This is an optimization exercise on Yosys and OpenROAD, whose aim is small area, a short achievable clock period and few clock cycles per item, not a production implementation. In this exercise RTL edits were held to simulation tests only and were not proved equivalent to the original. Power figures rest on the tool's default switching activity, not on a simulated workload.

## the previous run
## gactx_tile
module gactx_tile (
    input         clk,
    input         rst,
    input         start,
    input  [155:0] in_param,
    input         reverse_ref_in,
    input         reverse_query_in,
    input         complement_ref_in,
    input         complement_query_in,
    input  [3:0]  ref_length,
    input  [3:0]  query_length,
    output [3:0]  ref_bram_rd_addr,
    input  [7:0]  ref_bram_data_in,
    output [3:0]  query_bram_rd_addr,
    input  [7:0]  query_bram_data_in,
    input  [11:0] y_in,
    input         start_last,
    output [11:0] max_score,
    output [3:0]  H_offset,
    input  [3:0]  max_H_offset,
    output [3:0]  V_offset,
    input  [3:0]  max_V_offset,
    output [3:0]  ref_max_score_pos,
    output [3:0]  query_max_score_pos,
    output [7:0]  num_tb_steps,
    output [1:0]  dir,
    output        dir_valid,
    output        done
);
export LEC_CHECK = 0
export CAP_MARGIN = 20
export CORE_MARGIN = 2
export CORE_UTILIZATION = 55
export CTS_CLUSTER_DIAMETER = 110
export CTS_CLUSTER_SIZE = 20
export SLEW_MARGIN = 20
export TNS_END_PERCENT = 5
create_clock -name core_clock -period 10.0 [get_ports {clk}]
standard.sh (not shown) runs the stock make flow with config.mk's settings and CLKGATE_MAP_FILE= SYNTH_SCRIPT=/design/flow/synth_recipe.tcl, a recipe that flattens the netlist after the stock synthesis.
==> flow/flow/run.sh <==
#!/bin/bash
set -euo pipefail
bash standard.sh SETUP_SLACK_MARGIN=6.5 finish > flow_make.log 2>&1
Testbench counts of the previous run, summed over its fixed seeds: cycles 13,033, tiles 192.
Input changes introduced in the current run (baseline for comparison: the previous run):
==> flow/flow/run.sh <==
#!/bin/bash
set -euo pipefail
bash standard.sh SETUP_SLACK_MARGIN=6.2 finish > flow_make.log 2>&1
==> notes.md <==
- Delta (the current run minus the previous run): number of remaining DRC errors closely matched the old numbers; non-clock buffer count decreased by 9.1% relative to the old numbers; data arrival time of the worst path decreased by 90 ps relative to the old numbers; power of the combinational group decreased by 4.8% relative to the old numbers; number of nets in the finished design decreased by 0.63% relative to the old numbers.
- Summary of the current run over the previous run: fraction of area in multi-input gates ~0 delta, maximum number of pins on one net before global-route repair has increased, number of filler instances in the final layout increased by about 0.45% relative to the old numbers, fraction of power consumed by sequential logic went up 0.9 points.
- First-iteration DRC count (lower): the current run
- Looking at total chip power across both flows, the current run is the stronger of the two, with the previous run trailing.

* * *

## run A
gactx_tile again, from the RTL that the note above started with.
clock: 10.0 ns
lec_check: 0
cap_margin: 30
core_margin: 2
core_utilization: 55
cts_cluster_diameter: 110
cts_cluster_size: 20
slew_margin: 20
==> flow/flow/run.sh <==
#!/bin/bash
set -euo pipefail
bash standard.sh SETUP_SLACK_MARGIN=5.5 finish > flow_make.log 2>&1
Run A reached the end of the flow, and the finished layout is clean on the timing, DRC and antenna checks.
Testbench counts of run A, summed over its fixed seeds: cycles 13,033, tiles 192.
diff inputs: run A => run B
# run A
export LEC_CHECK = 0
export CAP_MARGIN = 30
export CORE_MARGIN = 2
export CORE_UTILIZATION = 55
export CTS_CLUSTER_DIAMETER = 110
export CTS_CLUSTER_SIZE = 20
export SLEW_MARGIN = 20
create_clock -name core_clock -period 10.0 [get_ports {clk}]
# run B
export LEC_CHECK = 0
export CAP_MARGIN = 20
export CORE_MARGIN = 2
export CORE_UTILIZATION = 60
export CTS_CLUSTER_DIAMETER = 110
export CTS_CLUSTER_SIZE = 20
export SLEW_MARGIN = 20
create_clock -name core_clock -period 10.0 [get_ports {clk}]
==> flow/flow/run.sh <==
#!/bin/bash
set -euo pipefail
bash standard.sh SETUP_SLACK_MARGIN=5.8 finish > flow_make.log 2>&1
### Flow results
Of run A and run B, the run reporting the higher starting density of the core was run B.
Looking at cell with the largest stage delay on the worst path, the mux2i_2 result is from run A; the o211ai_1 one comes from run B.
Taking run A as the reference, in run B final standard cell area without fillers climbed about 1.5%, slew at the pin with the worst max-slew slack now larger.
### run B -> run C
# run B
export LEC_CHECK = 0
export CAP_MARGIN = 20
export CORE_MARGIN = 2
export CORE_UTILIZATION = 60
export CTS_CLUSTER_DIAMETER = 110
export CTS_CLUSTER_SIZE = 20
export SLEW_MARGIN = 20
create_clock -name core_clock -period 10.0 [get_ports {clk}]
# run C
export LEC_CHECK = 0
export CAP_MARGIN = 20
export CORE_MARGIN = 2
export CORE_UTILIZATION = 55
export CTS_CLUSTER_SIZE = 30
export SLEW_MARGIN = 20
create_clock -name core_clock -period 10.0 [get_ports {clk}]
Note that the power recorded for run C amounts to 1.12 times the value seen in run B. Run C: final worst-path cycle share lower than run B. On number of cells on the critical path: run C sits below run B.

* * *

## run D
Starting RTL as in the previous note.
export LEC_CHECK = 0
export CAP_MARGIN = 20
export CORE_MARGIN = 2
export CORE_UTILIZATION = 55
export CTS_CLUSTER_DIAMETER = 110
export CTS_CLUSTER_SIZE = 20
export SLEW_MARGIN = 20
export TNS_END_PERCENT = 3
create_clock -name core_clock -period 10.0 [get_ports {clk}]
==> flow/flow/run.sh <==
#!/bin/bash
set -euo pipefail
bash standard.sh SETUP_SLACK_MARGIN=6.8 finish > flow_make.log 2>&1
Run D was carried through to the last stage, and its layout satisfied the timing, DRC and antenna checks.
Testbench counts of run D, summed over its fixed seeds: cycles 13,033, tiles 192.
Inputs modified between run D and run E:
- TNS_END_PERCENT removed (was 3)
==> flow/flow/run.sh <==
#!/bin/bash
set -euo pipefail
bash standard.sh SETUP_SLACK_MARGIN=5.8 finish > flow_make.log 2>&1
==> notes.md <==
- Per the comparison of run E with run D, final critical-path setup slack now smaller, global routing usage on met3 now larger, final period utilization comparable, post-layout utilization of the core now larger.
- There was hardly any difference in net count of the finished layout between run D and run E.
- Final wirelength: run D vs run E — no meaningful difference

## port drivers added, routing unchanged
The results above use ideal ports. As a check the final layouts listed here were re-extracted and re-timed, cells and wires unchanged.
Step 1 (the two cells are an assumption about what drives the block):
set clk [get_ports {clk}]
set_driving_cell -lib_cell sky130_fd_sc_hd__clkbuf_16 $clk
set_driving_cell -lib_cell sky130_fd_sc_hd__buf_2 [delete_from_list [all_inputs] $clk]
Step 2, shift: input delay + t, output delay - t, t = (earliest + latest rising clock arrival at the registers) / 2. This alone moves slack from input paths to output paths.
a / b / c = ideal ports / drivers / drivers and shift; a / b = the first two.
| run | t (ns) | slack for setup (ns) | worst hold slack (ns) |
|---|---|---|---|
| the previous run | 0.930 | 5.168 / 5.168 / 5.015 | 0.370 / 0.370 / 0.370 |
| the current run | 0.922 | 5.280 / 5.280 / 4.400 | 0.369 / 0.369 / 0.369 |
| run A | 0.938 | 5.084 / 5.084 / 4.529 | 0.381 / 0.381 / 0.381 |
| run B | 0.936 | 4.982 / 4.982 / 4.877 | 0.371 / 0.371 / 0.371 |
| run C | 0.985 | 5.272 / 5.272 / 4.874 | 0.322 / 0.322 / 0.322 |
| run D | 0.941 | 5.301 / 5.301 / 5.008 | 0.379 / 0.379 / 0.379 |
| run E | 0.943 | 5.296 / 5.296 / 4.930 | 0.373 / 0.373 / 0.373 |
After both steps every run listed still meets setup and hold. The setup slack of the current run, which loses most, moves by 0.000 ns with the drivers and by -0.880 ns with both steps.
